Context: an optimization exercise on an open-source flow, tuned for small area, a short achievable clock period and few clock cycles. The choices shown serve that exercise and are no tape-out recipe.
Only simulation tests tie the RTL to the original design; equivalence was not proved.
Power figures rest on the tool's default switching activity, not on a simulated workload.

// CORDIC
module CORDIC #(parameter integer W = 32)
(
    input wire clk,
    input wire start,
    input wire signed [31:0] x,
    input wire signed [31:0] y,
    output wire signed [W-1:0]phi,
    output wire done
);
reg [31:0] xr;
reg [31:0] yr;
reg [31:0] z;
reg [4:0] cnt;
reg dn;
reg [0:0] b27;   
reg [2:0] ff;
reg [1:0] c0;
wire d = yr[31];
wire [31:0] xs, ys, xn, yn, zn;
cordic_addsub u_addx (.a(xr), .src(yr), .s({cnt[4:1], c0[0]}), .inv(d), .ld(start), .din(x), .o(xn));
cordic_addsub u_addy (.a(yr), .src(xr), .s({cnt[4:1], ~c0[1]}), .inv(~d), .ld(start), .din(y), .o(yn));
wire [31:0] za;
cordic_ztab u_tab (.i(cnt), .d(d), .dn(dn), .o(za));
cordic_add u_addz (.a(z), .b(za), .o(zn));
wire b26 = ~d;
wire [2:0] fnext;
assign fnext[0] = z[4] & (b26 ? (~z[5] & (&z[10:6])) : (&z[10:5]));
assign fnext[1] = z[4] & (b26 ? (~z[5] & (&z[17:6])) : (&z[17:5]));
assign fnext[2] = z[4] & (b26 ? (~z[5] & (&z[24:6])) : (&z[24:5]));
cordic_fin u_fin (.a(z), .b(b27), .f(ff), .o(phi));
assign done = dn;
always @(posedge clk) begin
    xr <= xn;
    yr <= yn;
    if (start)
        z <= 32'h906dfdfb;
    else
        z <= zn;
    if (start) begin
        cnt <= 5'd0;
        dn  <= 1'b0;
        c0[0] <= 1'b0;
        c0[1] <= 1'b1;
    end else if (!dn) begin
        cnt <= cnt + 5'd1;
        dn  <= (cnt == 5'd26);
        b27 <= {~yn[31]};
        c0[0] <= ~c0[0];
        c0[1] <= ~c0[1];
        if (cnt == 5'd26) ff <= fnext;
    end
end
endmodule
clock: 7.5 ns
lec_check: 0
abc_area: 1
cap_margin: 20
core_margin: 2
core_utilization: 40
setup_slack_margin: 4.2
slew_margin: 20
synth_hierarchical: 1
synth_minimum_keep_size: 0
run.sh (not shown) runs the stock make flow with config.mk's settings and CLKGATE_MAP_FILE= SYNTH_SCRIPT=/design/flow/synth_recipe.tcl, a recipe that flattens the netlist after the stock synthesis.
Testbench counts at the start, summed over its fixed seeds: cycles 22,400.
==> next run, changes <==
--- a/flow/config.mk
+++ b/flow/config.mk
@@ -12 +12 @@
-export SETUP_SLACK_MARGIN = 4.2
+export SETUP_SLACK_MARGIN = 4.15
Outcome: Core utilization is about the same; synthesized cell count stays the same; final cell count is about the same; setup slack got worse by 0.077 ns; sequential share of layout area stays flat; global-route usage hardly moves.
==> next run, changes <==
--- a/flow/config.mk
+++ b/flow/config.mk
@@ -11,2 +11,2 @@
-export CORE_UTILIZATION = 40
-export SETUP_SLACK_MARGIN = 4.15
+export CORE_UTILIZATION = 35
+export SETUP_SLACK_MARGIN = 4.2
After rerunning: Hold slack gets worse by 0.033 ns. Count of clock-buffer cells in the layout does not change. Wire length came out higher by about 2.5%. Setup slack gets better by 0.017 ns.
==> next run, changes <==
--- a/flow/config.mk
+++ b/flow/config.mk
@@ -11,2 +11,2 @@
-export CORE_UTILIZATION = 35
-export SETUP_SLACK_MARGIN = 4.2
+export CORE_UTILIZATION = 40
+export SETUP_SLACK_MARGIN = 4.3
Final cell count went down by 1.5%; die area decreases by 12%; global-route usage grows by 2.8 points; combinational power increases by 4.0%; register-to-register slack is better by 0.04 ns; worst hold slack is about the same; total power is higher by 2.5%; area after synthesis stays the same; final area climbs by 2.7%.

run 1:
CORDIC again, from the RTL that the note above started with.
export LEC_CHECK = 0
export ABC_AREA = 1
export CAP_MARGIN = 20
export CORE_MARGIN = 2
export CORE_UTILIZATION = 40
export SETUP_SLACK_MARGIN = 4.25
export SLEW_MARGIN = 20
export SYNTH_HIERARCHICAL = 1
export SYNTH_MINIMUM_KEEP_SIZE = 0
create_clock -name core_clock -period 7.5 [get_ports {clk}]
Testbench counts of run 1, summed over its fixed seeds: cycles 22,400.
For run 2, these inputs were changed with respect to run 1:
- a change of SETUP_SLACK_MARGIN from 4.25 to 4.2
- an added PLACE_DENSITY of 0.7
Findings:
- Compared with run 1, in run 2 final critical delay including setup and external delays saw an increase; area fraction of clock buffers and clock inverters barely changed.
- Diff run 1 -> run 2: worst vdd rail ir drop went up, initial antenna violation count essentially unchanged, power attributed to the clock group fell about 2%.
- When the final numbers for run 1 and run 2 were put side by side, the buffers inserted during post-CTS setup optimization turned out to be smaller in run 1.
- Against run 1, run 2 reports a non-clock buffer count in the final layout that is higher.
- The core utilization of the finished layout in run 2 sits 0.20 points below the value recorded for run 1.
- Compared run 2 vs run 1, and setup slack after layout is down in run 2.
- In terms of final cell count, run 2 and run 1 differ only marginally.
- Run 2 vs run 1: via count down slightly
Edits applied to the flow inputs when going from run 2 to run 3:
- PLACE_DENSITY no longer set, was 0.7
- SETUP_SLACK_MARGIN now 3.9, was 4.2
--- outcome ---
When the final numbers for run 3 and run 2 were put side by side, the headroom to the max-slew limit turned out to be smaller in run 3. Fraction of area in registers, run 3 and run 2: smaller value in run 2. Run 3 reached the end of the flow, and the finished layout is clean on the timing, design-rule and antenna checks. Run 3: met1 usage in global routing is 0.79 points higher than what run 2 reported. Between run 2 and run 3, switching portion of total power increased. Looking at critical path endpoint, the phi[19] result is from run 2; the phi[25] one comes from run 3.

Setup of trial 41:
Another version of the RTL of CORDIC (not shown whole).
For scale: ~3000 cells after synthesis, ~99 I/O pins.
Design CORDIC, start of the top module:
module CORDIC #(parameter integer W = 32)
(
    input wire clk,
    input wire start,
    input wire signed [31:0] x,
    input wire signed [31:0] y,
    output wire signed [W-1:0]phi,
    output wire done
);
reg [31:0] xr;
reg [31:0] yr;
reg [31:0] z;
reg [4:0] cnt;
reg dn;
reg [0:0] b27;   
reg [2:0] ff;
reg [1:0] c0;
wire d = yr[31];
wire [31:0] xs, ys, xn, yn, zn;
cordic_shr u_shx (.a(yr), .s({cnt[4:1], c0[0]}), .o(xs));
cordic_shr u_shy (.a(xr), .s({cnt[4:1], ~c0[1]}), .o(ys));
cordic_addsub u_addx (.a(xr), .b(xs), .inv(d), .o(xn));
cordic_addsub u_addy (.a(yr), .b(ys), .inv(~d), .o(yn));
wire [31:0] za;
cordic_ztab u_tab (.i(cnt), .d(d), .dn(dn), .o(za));
cordic_add u_addz (.a(z), .b(za), .o(zn));
wire b26 = ~d;
wire [2:0] fnext;
assign fnext[0] = z[4] & (b26 ? (~z[5] & (&z[10:6])) : (&z[10:5]));
assign fnext[1] = z[4] & (b26 ? (~z[5] & (&z[17:6])) : (&z[17:5]));
assign fnext[2] = z[4] & (b26 ? (~z[5] & (&z[24:6])) : (&z[24:5]));
cordic_fin u_fin (.a(z), .b(b27), .f(ff), .o(phi));
assign done = dn;
always @(posedge clk) begin
    if (start) begin
        xr  <= x;
        yr  <= y;
        z   <= 32'h906dfdfb;
    end else begin
        xr  <= xn;
        yr  <= yn;
        z   <= zn;
    end
    if (start) begin
        cnt <= 5'd0;
        dn  <= 1'b0;
        c0[0] <= 1'b0;
        c0[1] <= 1'b1;
    end else if (!dn) begin
        cnt <= cnt + 5'd1;
        dn  <= (cnt == 5'd26);
        b27 <= {~yn[31]};
        c0[0] <= ~c0[0];
        c0[1] <= ~c0[1];
        if (cnt == 5'd26) ff <= fnext;
    end
end
endmodule
Settings: LEC_CHECK=0, ABC_AREA=1, CAP_MARGIN=20, CORE_MARGIN=2, CORE_UTILIZATION=40, SETUP_SLACK_MARGIN=4.2, SLEW_MARGIN=20, SYNTH_HIERARCHICAL=1, SYNTH_MINIMUM_KEEP_SIZE=0; clock period 7.5 ns.
Testbench counts of trial 41, summed over its fixed seeds: cycles 22,400.
Input-level comparison between trial 16 and trial 41:
- swapping 4.2 for 4 in SETUP_SLACK_MARGIN
==> comparison <==
Trial 41 has lower worst hold slack across all endpoints than trial 16.
First-pass GRT wire length was lower in trial 16 than in trial 41.
On later-pin clock latency in the skew report, trial 41 tracks trial 16 almost exactly.
Comparing trial 41 and trial 16, routed wire length is higher on trial 41.
Against trial 41, trial 16 reports a count of cells resized by post-cts repair that is lower.
For the sequential fraction of total cell area, trial 16 came in 0.54 points higher than trial 41 did.
Relative to trial 41, power has decreased by 0.35 mW in trial 16.
Overall fraction of global-route tracks in use: trial 16 < trial 41
Taking trial 41 over trial 16, the initial detailed-routing violation count ratio works out to 1.11.
The setup slack of trial 16 is smaller than that of trial 41.

RTL: one of the versions met above, not the one the previous note started from.
Size: roughly 99 I/O pins.
==> flow/config.mk <==
export PLATFORM = sky130hd
export DESIGN_NAME = CORDIC
export DESIGN_NICKNAME = CORDIC
export VERILOG_FILES = /design/flow/design.v
export SDC_FILE = /design/flow/constraint.sdc
export NUM_CORES = 4
export LEC_CHECK = 0
export ABC_AREA = 1
export CAP_MARGIN = 20
export CORE_MARGIN = 2
export CORE_UTILIZATION = 45
export SETUP_SLACK_MARGIN = 4
export SLEW_MARGIN = 20
export SYNTH_HIERARCHICAL = 1
export SYNTH_MINIMUM_KEEP_SIZE = 0
==> flow/constraint.sdc <==
create_clock -name core_clock -period 7.5 [get_ports {clk}]
set_input_delay 1.5000 -clock core_clock [delete_from_list [all_inputs] [get_ports {clk}]]
set_output_delay 1.5000 -clock core_clock [all_outputs]
set_load 0.01 [all_outputs]
Testbench counts at the start, summed over its fixed seeds: cycles 22,400.
Then changed:
Settings changed: CORE_UTILIZATION 45 to 40.
=> Total power rose slightly; fmax stays flat; sequential power hardly moves; non-clock buffer count fell by 8; wire length rose slightly; worst setup slack barely changes; critical path depth fell by 1; design area hardly moves; via count barely changes; die area rose by roughly a tenth.
Then changed:
Settings changed: SETUP_SLACK_MARGIN 4 to 4.1.
Result: Core utilization went up by 0.47 points. Power came out higher by 0.39%. Setup slack improved by 95 ps. Global-route usage stays flat. First-iteration DRC count grows by 4.5%. Routed wire length came out higher by 1.3%. Hold slack hardly moves.

==> afterwards: timing with drivers on the ports <==
Ports are ideal in the flow. The routed layouts listed here were re-timed in OpenROAD.
Step 1 assumes that a clkbuf_16 drives the clock port and a buf_2 every other input.
Step 2 moves the port delays by t, midway between the first and last clock arrival at a register: inputs arrive t later, outputs are due t later. That takes back most of the time a late clock gives input paths.
a / b / c = ideal ports / drivers / drivers and shift; a / b = the first two.
run	t (ns)	setup WS [ns]	worst setup path after step 2	latest minus earliest clock arrival (ns)	cell pins on the clock port's net
the first run of note 1	0.442	4.263 / 4.208 / 3.920	input to register	0.015 / 0.014	1
the second run of note 1	0.442	4.187 / 4.136 / 3.924	input to register	0.016 / 0.016	1
the third run of note 1	0.466	4.204 / 4.146 / 4.126	input to register	0.021 / 0.021	1
the fourth run of note 1	0.444	4.307 / 4.255 / 4.065	input to register	0.017 / 0.017	1
run 1	0.440	4.299 / 4.248 / 3.887	input to register	0.015 / 0.015	1
run 2	0.440	4.140 / 4.082 / 4.353	register to register	0.019 / 0.019	1
run 3	0.442	3.973 / 3.921 / 3.705	input to register	0.016 / 0.015	1
trial 41	0.444	4.233 / 4.182 / 4.352	register to register	0.023 / 0.023	1
trial 16	0.441	4.097 / 4.046 / 4.276	register to register	0.019 / 0.019	1
the first run of note 4	0.438	4.079 / 4.024 / 4.206	register to register	0.009 / 0.008	1
the second run of note 4	0.443	4.078 / 4.027 / 3.904	input to register	0.016 / 0.017	1
the third run of note 4	0.439	4.173 / 4.123 / 3.898	input to register	0.017 / 0.017	1
After both steps setup and hold are still met in every run listed. For run 1, which loses most, drivers alone change the setup slack by -0.051 ns; drivers and shift together by -0.412 ns.
